From an optimization exercise on the open Yosys and OpenROAD flow, aimed at small area, a short achievable clock period and few clock cycles; shortcuts taken in it are not production practice. RTL that was checked went through simulation tests only; none was proved equivalent to the original. Power figures rest on the tool's default switching activity, not on a simulated workload.

==> inputs of trial 64 <==
==> flow/design.v <==
`timescale 1ns/10ps
module LBP ( clk, reset, gray_addr, gray_req, gray_ready, gray_data, lbp_addr, lbp_valid, lbp_data, finish);
input   clk;
input   reset;
output  [13:0]gray_addr;
output  gray_req;
input   gray_ready;
input   [7:0]gray_data;
output  [13:0]lbp_addr;
output  lbp_valid;
output  [7:0]lbp_data;
output  finish;
reg [2:0] j;         
reg [6:0] row;       
reg [6:0] col;       
reg [13:0] lbp_addr;
reg [7:0] lbp_data;
reg lbp_valid;
reg finish;
assign gray_addr = {row, col};
assign gray_req  = 1'b1;
wire j_last   = &j;
wire col_last = &col;
wire last_rd  = (&row) & col_last;
always @(posedge clk) begin
	if (!gray_ready) begin
		j   <= 3'd0;
		row <= 7'd0;
		col <= 7'd0;
	end else begin
		j <= j + 3'd1;
		if (j_last) col <= col + 7'd1;
		if (!j_last)       row <= row + 7'd1;
		else if (!col_last) row <= row - 7'd7;
		else               row <= row - 7'd1;
	end
end
always @(posedge clk) begin
	if (reset) finish <= 1'b0;
	else if (gray_ready && last_rd) finish <= 1'b1;
end
wire [7:0] x = gray_data;
reg [7:0] p1, p2, p3, p4, p5, p6, p7, p8, p9;
reg [2:0] a1, a2, a3, a4, a5, a6, a7, a8, a9;
reg b1_9;    
reg b2_8, b2_9;
reg b4_9;
function [1:0] cmp2;
	input [7:0] a, b;
	reg [7:0] g, l;
	reg [3:0] g1, l1;
	reg [1:0] g2, l2;
	reg g3, l3;
	integer k;
	begin
		g = a & ~b;
		l = ~a & b;
		for (k = 0; k < 4; k = k + 1) begin
			g1[k] = g[2*k+1] | ~l[2*k+1] & g[2*k];
			l1[k] = l[2*k+1] | ~g[2*k+1] & l[2*k];
		end
		for (k = 0; k < 2; k = k + 1) begin
			g2[k] = g1[2*k+1] | ~l1[2*k+1] & g1[2*k];
			l2[k] = l1[2*k+1] | ~g1[2*k+1] & l1[2*k];
		end
		g3 = g2[1] | ~l2[1] & g2[0];
		l3 = l2[1] | ~g2[1] & l2[0];
		cmp2 = {~l3, ~g3};
	end
endfunction
wire x_ge_p7, p7_ge_x, x_ge_p8, p8_ge_x, x_ge_p9, p9_ge_x, p8_ge_p9, p9_ge_p8;
assign {x_ge_p7, p7_ge_x} = cmp2(x, p7);     
assign {x_ge_p8, p8_ge_x} = cmp2(x, p8);     
assign {x_ge_p9, p9_ge_x} = cmp2(x, p9);     
assign {p8_ge_p9, p9_ge_p8} = cmp2(p8, p9);  
always @(posedge clk) begin
	p1 <= x;  p2 <= p1; p3 <= p2; p4 <= p3; p5 <= p4;
	p6 <= p5; p7 <= p6; p8 <= p7; p9 <= p8;
	a1 <= {p7_ge_x, p8_ge_x, p9_ge_x};
	a2 <= a1; a3 <= a2; a4 <= a3; a5 <= a4; a6 <= a5; a7 <= a6; a8 <= a7; a9 <= a8;
	b1_9 <= p9_ge_p8;
	b2_8 <= x_ge_p7; b2_9 <= b2_8;
	b4_9 <= x_ge_p8;
	lbp_data <= {x_ge_p9, p8_ge_p9, a9[2], b4_9, a9[1], b2_9, b1_9, a9[0]};
	lbp_addr <= {row - 7'd1, col - 7'd1};
	lbp_valid <= gray_ready && !finish && (|j[2:1]) && (|col[6:1]);
end
endmodule
==> flow/run.sh <==
#!/bin/bash
# synth_recipe.tcl (not shown) runs the flow's synth.tcl, then flattens the netlist and writes it again
# the make line also repeats each setting of config.mk as NAME=value (left out here)
make -C /OpenROAD-flow-scripts/flow DESIGN_CONFIG=/design/flow/config.mk WORK_HOME=/design/flow/orfs CLKGATE_MAP_FILE= SYNTH_SCRIPT=/design/flow/synth_recipe.tcl finish
==> flow/config.mk <==
export PLATFORM = sky130hd
export DESIGN_NAME = LBP
export DESIGN_NICKNAME = LBP
export VERILOG_FILES = /design/flow/design.v
export SDC_FILE = /design/flow/constraint.sdc
export NUM_CORES = 4
export LEC_CHECK = 0
export CAP_MARGIN = 20
export CORE_MARGIN = 2
export CORE_UTILIZATION = 40
export CTS_BUF_LIST = sky130_fd_sc_hd__clkbuf_8
export CTS_CLUSTER_SIZE = 24
export SETUP_SLACK_MARGIN = 3.0
export SLEW_MARGIN = 20
==> flow/constraint.sdc <==
create_clock -name core_clock -period 5.0 [get_ports {clk}]
set_input_delay 1.0000 -clock core_clock [delete_from_list [all_inputs] [get_ports {clk}]]
set_output_delay 1.0000 -clock core_clock [all_outputs]
set_load 0.01 [all_outputs]
==> inputs of trial 70, as changes to trial 64 <==
--- a/flow/design.v
+++ b/flow/design.v
@@ -45,34 +45,10 @@
 reg b1_9;    
 reg b2_8, b2_9;
 reg b4_9;
-function [1:0] cmp2;
-	input [7:0] a, b;
-	reg [7:0] g, l;
-	reg [3:0] g1, l1;
-	reg [1:0] g2, l2;
-	reg g3, l3;
-	integer k;
-	begin
-		g = a & ~b;
-		l = ~a & b;
-		for (k = 0; k < 4; k = k + 1) begin
-			g1[k] = g[2*k+1] | ~l[2*k+1] & g[2*k];
-			l1[k] = l[2*k+1] | ~g[2*k+1] & l[2*k];
-		end
-		for (k = 0; k < 2; k = k + 1) begin
-			g2[k] = g1[2*k+1] | ~l1[2*k+1] & g1[2*k];
-			l2[k] = l1[2*k+1] | ~g1[2*k+1] & l1[2*k];
-		end
-		g3 = g2[1] | ~l2[1] & g2[0];
-		l3 = l2[1] | ~g2[1] & l2[0];
-		cmp2 = {~l3, ~g3};
-	end
-endfunction
-wire x_ge_p7, p7_ge_x, x_ge_p8, p8_ge_x, x_ge_p9, p9_ge_x, p8_ge_p9, p9_ge_p8;
-assign {x_ge_p7, p7_ge_x} = cmp2(x, p7);     
-assign {x_ge_p8, p8_ge_x} = cmp2(x, p8);     
-assign {x_ge_p9, p9_ge_x} = cmp2(x, p9);     
-assign {p8_ge_p9, p9_ge_p8} = cmp2(p8, p9);  
+wire x_ge_p7 = x >= p7;  wire p7_ge_x = p7 >= x;    
+wire x_ge_p8 = x >= p8;  wire p8_ge_x = p8 >= x;    
+wire x_ge_p9 = x >= p9;  wire p9_ge_x = p9 >= x;    
+wire p8_ge_p9 = p8 >= p9; wire p9_ge_p8 = p9 >= p8;  
 always @(posedge clk) begin
 	p1 <= x;  p2 <= p1; p3 <= p2; p4 <= p3; p5 <= p4;
 	p6 <= p5; p7 <= p6; p8 <= p7; p9 <= p8;
--- a/flow/config.mk
+++ b/flow/config.mk
@@ -8,7 +8,5 @@
 export CAP_MARGIN = 20
 export CORE_MARGIN = 2
 export CORE_UTILIZATION = 40
-export CTS_BUF_LIST = sky130_fd_sc_hd__clkbuf_8
-export CTS_CLUSTER_SIZE = 24
-export SETUP_SLACK_MARGIN = 3.0
+export SETUP_SLACK_MARGIN = 3.8
 export SLEW_MARGIN = 20
==> inputs of build 8, as changes to trial 64 <==
==> flow/design.v (replaced) <==
`timescale 1ns/10ps
module LBP ( clk, reset, gray_addr, gray_req, gray_ready, gray_data, lbp_addr, lbp_valid, lbp_data, finish);
input   clk;
input   reset;
output  [13:0]gray_addr;
output  gray_req;
input   gray_ready;
input   [7:0]gray_data;
output  [13:0]lbp_addr;
output  lbp_valid;
output  [7:0]lbp_data;
output  finish;
reg [2:0] j;         
reg [6:0] row;       
reg [6:0] col;       
reg [13:0] lbp_addr;
reg [7:0] lbp_data;
reg lbp_valid;
reg finish;
assign gray_addr = {row, col};
assign gray_req  = 1'b1;
wire j_last   = &j;
wire col_last = &col;
wire last_rd  = (&row) & col_last;
always @(posedge clk) begin
	if (!gray_ready) begin
		j   <= 3'd0;
		row <= 7'd0;
		col <= 7'd0;
	end else begin
		j <= j + 3'd1;
		if (j_last) col <= col + 7'd1;
		if (!j_last)       row <= row + 7'd1;
		else if (!col_last) row <= row - 7'd7;
		else               row <= row - 7'd1;
	end
end
always @(posedge clk) begin
	if (reset) finish <= 1'b0;
	else if (gray_ready && last_rd) finish <= 1'b1;
end
wire [7:0] x = gray_data;
reg [7:0] p1, p2, p3, p4, p5, p6, p7, p8, p9;
reg [3:0] a1, a2, a3, a4, a5, a6, a7, a8, a9;
reg b6_2, b6_3, b6_4, b6_5, b6_6, b6_7, b6_8, b6_9;
reg b2_8, b2_9;
reg b4_9;
wire x_ge_p1 = x >= p1;  wire p1_ge_x = p1 >= x;    
wire x_ge_p7 = x >= p7;  wire p7_ge_x = p7 >= x;    
wire x_ge_p8 = x >= p8;  wire p8_ge_x = p8 >= x;    
wire x_ge_p9 = x >= p9;  wire p9_ge_x = p9 >= x;    
always @(posedge clk) begin
	p1 <= x;  p2 <= p1; p3 <= p2; p4 <= p3; p5 <= p4;
	p6 <= p5; p7 <= p6; p8 <= p7; p9 <= p8;
	a1 <= {p7_ge_x, p8_ge_x, p1_ge_x, p9_ge_x};
	a2 <= a1; a3 <= a2; a4 <= a3; a5 <= a4; a6 <= a5; a7 <= a6; a8 <= a7; a9 <= a8;
	b6_2 <= x_ge_p1;
	b6_3 <= b6_2; b6_4 <= b6_3; b6_5 <= b6_4; b6_6 <= b6_5; b6_7 <= b6_6; b6_8 <= b6_7; b6_9 <= b6_8;
	b2_8 <= x_ge_p7; b2_9 <= b2_8;
	b4_9 <= x_ge_p8;
	lbp_data <= {x_ge_p9, b6_9, a9[3], b4_9, a9[2], b2_9, a9[1], a9[0]};
	lbp_addr <= {row - 7'd1, col - 7'd1};
	lbp_valid <= gray_ready && !finish && (|j[2:1]) && (|col[6:1]);
end
endmodule
--- a/flow/config.mk
+++ b/flow/config.mk
@@ -8,7 +8,4 @@
 export CAP_MARGIN = 20
 export CORE_MARGIN = 2
 export CORE_UTILIZATION = 40
-export CTS_BUF_LIST = sky130_fd_sc_hd__clkbuf_8
-export CTS_CLUSTER_SIZE = 24
-export SETUP_SLACK_MARGIN = 3.0
 export SLEW_MARGIN = 20
==> summary of the runs <==
Routed wire length: trial 70 > trial 64 > build 8.
Between trial 64 and trial 70, the lower critical path depth is in trial 70 (gap 5).
Hold slack: trial 70 is higher than build 8 (0.00085 ns).
Against build 8, the combinational power of trial 70 is higher by about 45%.
Between trial 70 and trial 64, the lower final cell count is in trial 64 (gap about 1%, measured against trial 64).
Synthesized cell count: trial 64 is higher than build 8 (about 0.26%).
Between trial 64 and build 8, the lower register-to-register slack is in build 8 (gap 0.39 ns).
Testbench counts of trial 64, summed over its fixed seeds: cycles 86,020.
Testbench counts of build 8, summed over its fixed seeds: cycles 86,020.
No functional check of the RTL was part of trial 70.

[what the ideal ports hide]
No port has a modelled driver above. Below, the same layouts with a new extraction and two added sets of constraints.
Step 1: set_driving_cell puts a clkbuf_16 on clk and a buf_2 on each other input, an assumption about the parent block.
Step 2 also shifts input and output timing later by t, the mid clock arrival at the registers, as if the neighbouring blocks saw the same clock.
a / b / c = ideal ports / drivers / drivers and shift; a / b = the first two.
run	t, ns	setup WS [ns]	worst setup path after step 2	worst data-port slew with drivers (ns)
trial 64	0.446	3.034 / 3.047 / 2.601	input to register	0.03
trial 70	0.548	3.014 / 2.982 / 2.702	input to register	0.06
build 8	0.454	2.371 / 2.335 / 2.098	input to register	0.03
After both steps setup and hold are still met in every run listed. The setup slack of trial 64, which loses most, moves by +0.013 ns with the drivers and by -0.433 ns with both steps.
